What follows belongs to an exercise in optimizing a design on an open flow for small area and a short achievable clock period; a production flow would make more cautious choices. Only simulation tests tie the RTL to the original design; equivalence was not proved.

==> design.v <==
module resampler_q15 #(
    parameter TAP_COUNT = 9,
    parameter DATA_WIDTH = 16
)(
    input  logic                  clk,
    input  logic                  rst_n,
    input  logic signed [31:0]    ppm_in,        
    input  logic [TAP_COUNT*DATA_WIDTH-1:0] coeffs,  
    input  logic [DATA_WIDTH-1:0] data_in,
    input  logic                  data_in_valid,
    output logic                  data_in_ready,
    output logic [DATA_WIDTH-1:0] data_out,
    output logic                  data_out_valid
);
    logic signed [31:0] ppm_accum;
    logic overflow;
    logic signed [DATA_WIDTH-1:0] shift_reg [TAP_COUNT];
    logic signed [2*DATA_WIDTH-1:0] products [TAP_COUNT];
    logic signed [31:0] acc_sum;
    assign data_in_ready = 1'b1;  
    always_ff @(posedge clk or negedge rst_n) begin
        if (!rst_n) begin
            ppm_accum <= 32'sd0;
        end else begin
            ppm_accum <= ppm_accum + ppm_in;
        end
    end
    assign overflow = (ppm_accum[31] == 1'b0 && ppm_accum[30] == 1'b1) ||
                      (ppm_accum[31] == 1'b1 && ppm_accum[30] == 1'b0);
    always_ff @(posedge clk or negedge rst_n) begin
        if (!rst_n) begin
            for (int i = 0; i < TAP_COUNT; i++) begin
                shift_reg[i] <= '0;
            end
        end else if (overflow && data_in_valid) begin
            shift_reg[0] <= data_in;
            for (int i = 1; i < TAP_COUNT; i++) begin
                shift_reg[i] <= shift_reg[i-1];
            end
        end
    end
    always_comb begin
        for (int i = 0; i < TAP_COUNT; i++) begin
            products[i] = $signed(shift_reg[i]) * $signed(coeffs[i*DATA_WIDTH +: DATA_WIDTH]);
        end
    end
    always_comb begin
        acc_sum = 0;
        for (int i = 0; i < TAP_COUNT; i++) begin
            acc_sum += $signed(products[i]) >>> 15;  
        end
    end
    assign data_out       = $signed(acc_sum[DATA_WIDTH-1:0]);
    assign data_out_valid = overflow;
endmodule
==> run.sh <==
#!/bin/bash
# synth_recipe.tcl (not shown) runs the flow's synth.tcl, then flattens the netlist and writes it again
# the make line also repeats each setting of config.mk as NAME=value (left out here)
make -C /OpenROAD-flow-scripts/flow DESIGN_CONFIG=/design/flow/config.mk WORK_HOME=/design/flow/orfs CLKGATE_MAP_FILE= SYNTH_SCRIPT=/design/flow/synth_recipe.tcl finish
==> config.mk <==
export PLATFORM = sky130hd
export DESIGN_NAME = resampler_q15
export DESIGN_NICKNAME = resampler_q15
export VERILOG_FILES = /design/flow/design.v
export SDC_FILE = /design/flow/constraint.sdc
export NUM_CORES = 4
export LEC_CHECK = 0
export CAP_MARGIN = 20
export CORE_MARGIN = 2
export CORE_UTILIZATION = 40
export SLEW_MARGIN = 20
==> constraint.sdc <==
create_clock -name core_clock -period 19.0 [get_ports {clk}]
set_input_delay 3.8000 -clock core_clock [delete_from_list [all_inputs] [get_ports {clk}]]
set_output_delay 3.8000 -clock core_clock [all_outputs]
set_load 0.01 [all_outputs]
==> impl_metrics.py <==
metrics = {
    "sta": {
        "slew_headroom": 0.3138,
        "min_period_ns": 18.67,
        "hold_viol": 0,
        "setup_viol": 0,
        "drv_slew": 0,
        "period_share": 0.9824,
        "max_slew.worst_pin.slew_ns": 1.018,
        "skew_ns": 0.02390,
        "postLayoutSetupSlackWorst_ns": 0.3343,
        "rsz0062_at_grt": "yes",
        "worst_hold_slack_ns": 0.4736,
        "fmax_mhz": 53.57,
    },
    "placement": {
        "globalplace.congestion": 0.9070,
        "io_buffers": 211,
        "post-place-ws_ns": -0.05756,
        "dp_cells": 13010,
        "place_hpwl_um": 207000,
        "post_dp_cell_area_sq_um": 99530,
    },
    "synth": {
        "synth_flop_cell": "dfrtp_1",
        "synth_seq_cells": 176,
        "yosys.area.top_type": "fa_1",
        "ys_top_cells_by_area": "fa_1 52%, inv_1 11%, ha_1 10%, and2_1 6.8%, nand2_1 4.8%",
        "syn_inst": 9844,
        "synth_warnings": 3,
        "synth.most_common_cell": "inv_1",
        "netlist_top_cells_count": "2807 x inv_1, 2397 x fa_1, 1183 x nand2_1, 1014 x and2_1, 740 x ha_1",
        "seq_area_frac_synth": 0.04735,
        "synth_area_sq_um": 93020,
        "syn_nets": 13180,
        "netlist.area_leader.share": 0.5159,
        "yosysUniqueCellTypes": 74,
        "synth_edf_count": 0,
        "async_reset_ff_frac": 1.000,
        "syn_area_per_cell_sq_um": 9.449,
    },
    "clock_network": {
        "cts_tree": "done",
        "root_buffer": "clkbuf_16",
        "cts_buffers": 17,
        "clk_pin_slew_worst_paths_ns": 0.08,
        "cts_sinks": 176,
        "h-tree-depth": 4,
        "worstSkewPairLatency_ns": 0.59,
        "clockBufferDepth": 2,
    },
    "detailed_routing": {
        "drt-vias-per-instance": 4.898,
        "remaining_drc_errors": 0,
        "num_vias": 63980,
        "drt_iter0_drc": 3471,
        "ant_nets": 0,
        "wl_per_cell_um": 18.67,
        "postRouteWirelength_um": 243900,
        "dr.pass1.iters": 7,
    },
    "worst_setup_path": {
        "reg2reg_slack_ns": 15.31,
        "critPathKind": "in -> out",
        "r2r_end": "ppm_accum[31]",
        "reg2reg_from": "ppm_accum[8]",
        "crit_path_max_fanout": 11,
        "cp_slowest_cell": "clkdlybuf4s50_1",
        "crit_arrival_ns": 14.87,
        "cp_data_required_time_ns": 15.20,
        "critPathMostFrequentCell": "fa_1",
        "rr_worst_depth": 14,
        "start_kind": "primary input",
        "crit_path_end_kind": "output pin",
        "slowest_delay_ns": 0.81,
    },
    "floorplan": {
        "coreArea_sq_um": 231900,
        "die_h_um": 486.2,
        "dieArea_sq_um": 236400,
        "start_util": 0.4012,
        "die_width_um": 486.2,
        "io_pins": 213,
        "row_count": 177,
    },
    "final_layout": {
        "final_area_sq_um": 100500,
        "syn_to_final_growth_pct": 8.062,
        "drive_gt1_frac": 0.05023,
        "largest_reg_flops": 144,
        "fillers": 22440,
        "final_nets": 13330,
        "fin_cells": 13060,
    },
    "hold_path": {
        "hold_depth": 1,
        "min-delay-start": "ppm_accum[0]",
        "hold_end": "ppm_accum[0]",
        "hp-class": "reg -> reg",
    },
    "global_route": {
        "grt_pass1_vias": 72170,
        "overflow": 0,
        "antenna_found_initial": 23,
        "grt_max_degree": 73,
        "grt_pass1_wl_um": 402300,
        "grt_usage": 0.2174,
    },
    "status": {
        "status": "timing/DRC/antenna clean",
    },
    "flow_run": {
        "maxCapViolations": 0,
    },
}
critical path, delay by kind of cell:
kind | cells | cell delay [ns]
adder cells (fa/ha/maj) | 12 | 5.46
buffers and inverters | 10 | 1.44
AO/OA/AOI/OAI | 10 | 1.89
AND/OR/NAND/NOR | 5 | 1.10
XOR/XNOR | 6 | 1.14
worst max path at each step:
stage                 from            to  cells after the start
4_1_cts        coeffs[129]  data_out[15]                     45
5_1_grt         coeffs[65]  data_out[15]                     44
3_3_place_gp   coeffs[129]  data_out[15]                     45
3_5_place_dp   coeffs[129]  data_out[15]                     45
6_report        coeffs[53]  data_out[15]                     43
2_1_floorplan  coeffs[129]  data_out[15]                     44
final cells by class:
| cell class | instances | area [sq um] | share of cell area |
|---|---|---|---|
| clock inverters | 14 | 157.7 | 0.001568 |
| repair buffers | 456 | 4104 | 0.04083 |
| clock buffers | 18 | 429.2 | 0.004269 |
| inverters | 2807 | 10540 | 0.1048 |
| multi-input cells | 6542 | 77070 | 0.7667 |
| diodes | 5 | 12.51 | 0.0001245 |
| well taps | 3043 | 3807 | 0.03788 |
| flip-flops and latches | 176 | 4404 | 0.04381 |
cell families after synthesis:
family,after synthesis,synth area share
adder cells (fa/ha/maj),3137,0.6154
buffers and inverters,3126,0.1262
AND/OR/NAND/NOR,2603,0.1388
AO/OA/AOI/OAI,363,0.02683
XOR/XNOR,294,0.02798
flip-flops,176,0.04735
multiplexers,144,0.01743
other,1,0.00004031
stage by stage:
| step | util | setup TNS [ns] |
|---|---|---|
| finish | 0.4335 | 0 |
| global route | 0.4335 | -0.04273 |
| CTS | 0.4318 | 0 |
| detailed placement | 0.4292 | -0.05756 |
| global placement | 0.4292 | -0.02551 |
| floorplan | - | 0 |
layer usage:
layer / wire length [um] / track usage
met3: 10870 / 0.02514
met1: 106400 / 0.2966
met4: 7065 / 0.06086
met5: 168 / 0
met2: 119400 / 0.3659
cell usage in the layout (no fill, tap or decap), types with 9 or more instances in the layout:
cell type,n
nor2_1,147
nor2b_1,26
ha_1,740
dlymetal6s2s_1,29
o21ai_0,44
nand2_1,1182
xnor2_1,228
or2_2,9
fa_1,2393
and2_1,1014
nand2b_1,115
xor2_1,60
inv_1,2805
nand3_1,20
clkbuf_16,17
dfrtp_1,176
mux2_2,144
a31oi_1,10
o21bai_1,10
o21ai_1,22
o21a_1,33
a21o_1,50
a21oi_2,14
clkdlybuf4s50_1,177
nand4_1,22
nor3_1,37
a21oi_1,94
buf_4,238
timing repair:
action | 4_1_cts | 5_1_grt
endpoints found under the setup margin | 1 | 5
hold buffers | 0 | 0
buffers inserted | 0 | 15
pin swaps | 0 | 28
cloned | 0 | 0
gates resized for setup | 2 | 79

[what the ideal ports hide]
In the flow no input, the clock included, has a driving cell. The finished layout below was timed again as built, in two steps. Step 1 assumes that a clkbuf_16 drives the clock port and a buf_2 every other input. Step 2, shift: input delay + t, output delay - t, t = (earliest + latest rising clock arrival at the registers) / 2. This alone moves slack from input paths to output paths. Slacks: no drivers / after step 1 / after step 2; pairs: no drivers / after step 1.
t (ns): 0.657
slack for setup (ns): 0.334 / 0.310 / 0.310
worst setup path at the end: input to output
clock arrival spread, ns: 0.030 / 0.030
worst data-port slew with drivers (ns): 0.19
After both steps setup and hold are still met in this run. For this run, drivers alone change the setup slack by -0.024 ns; drivers and shift together by -0.024 ns.
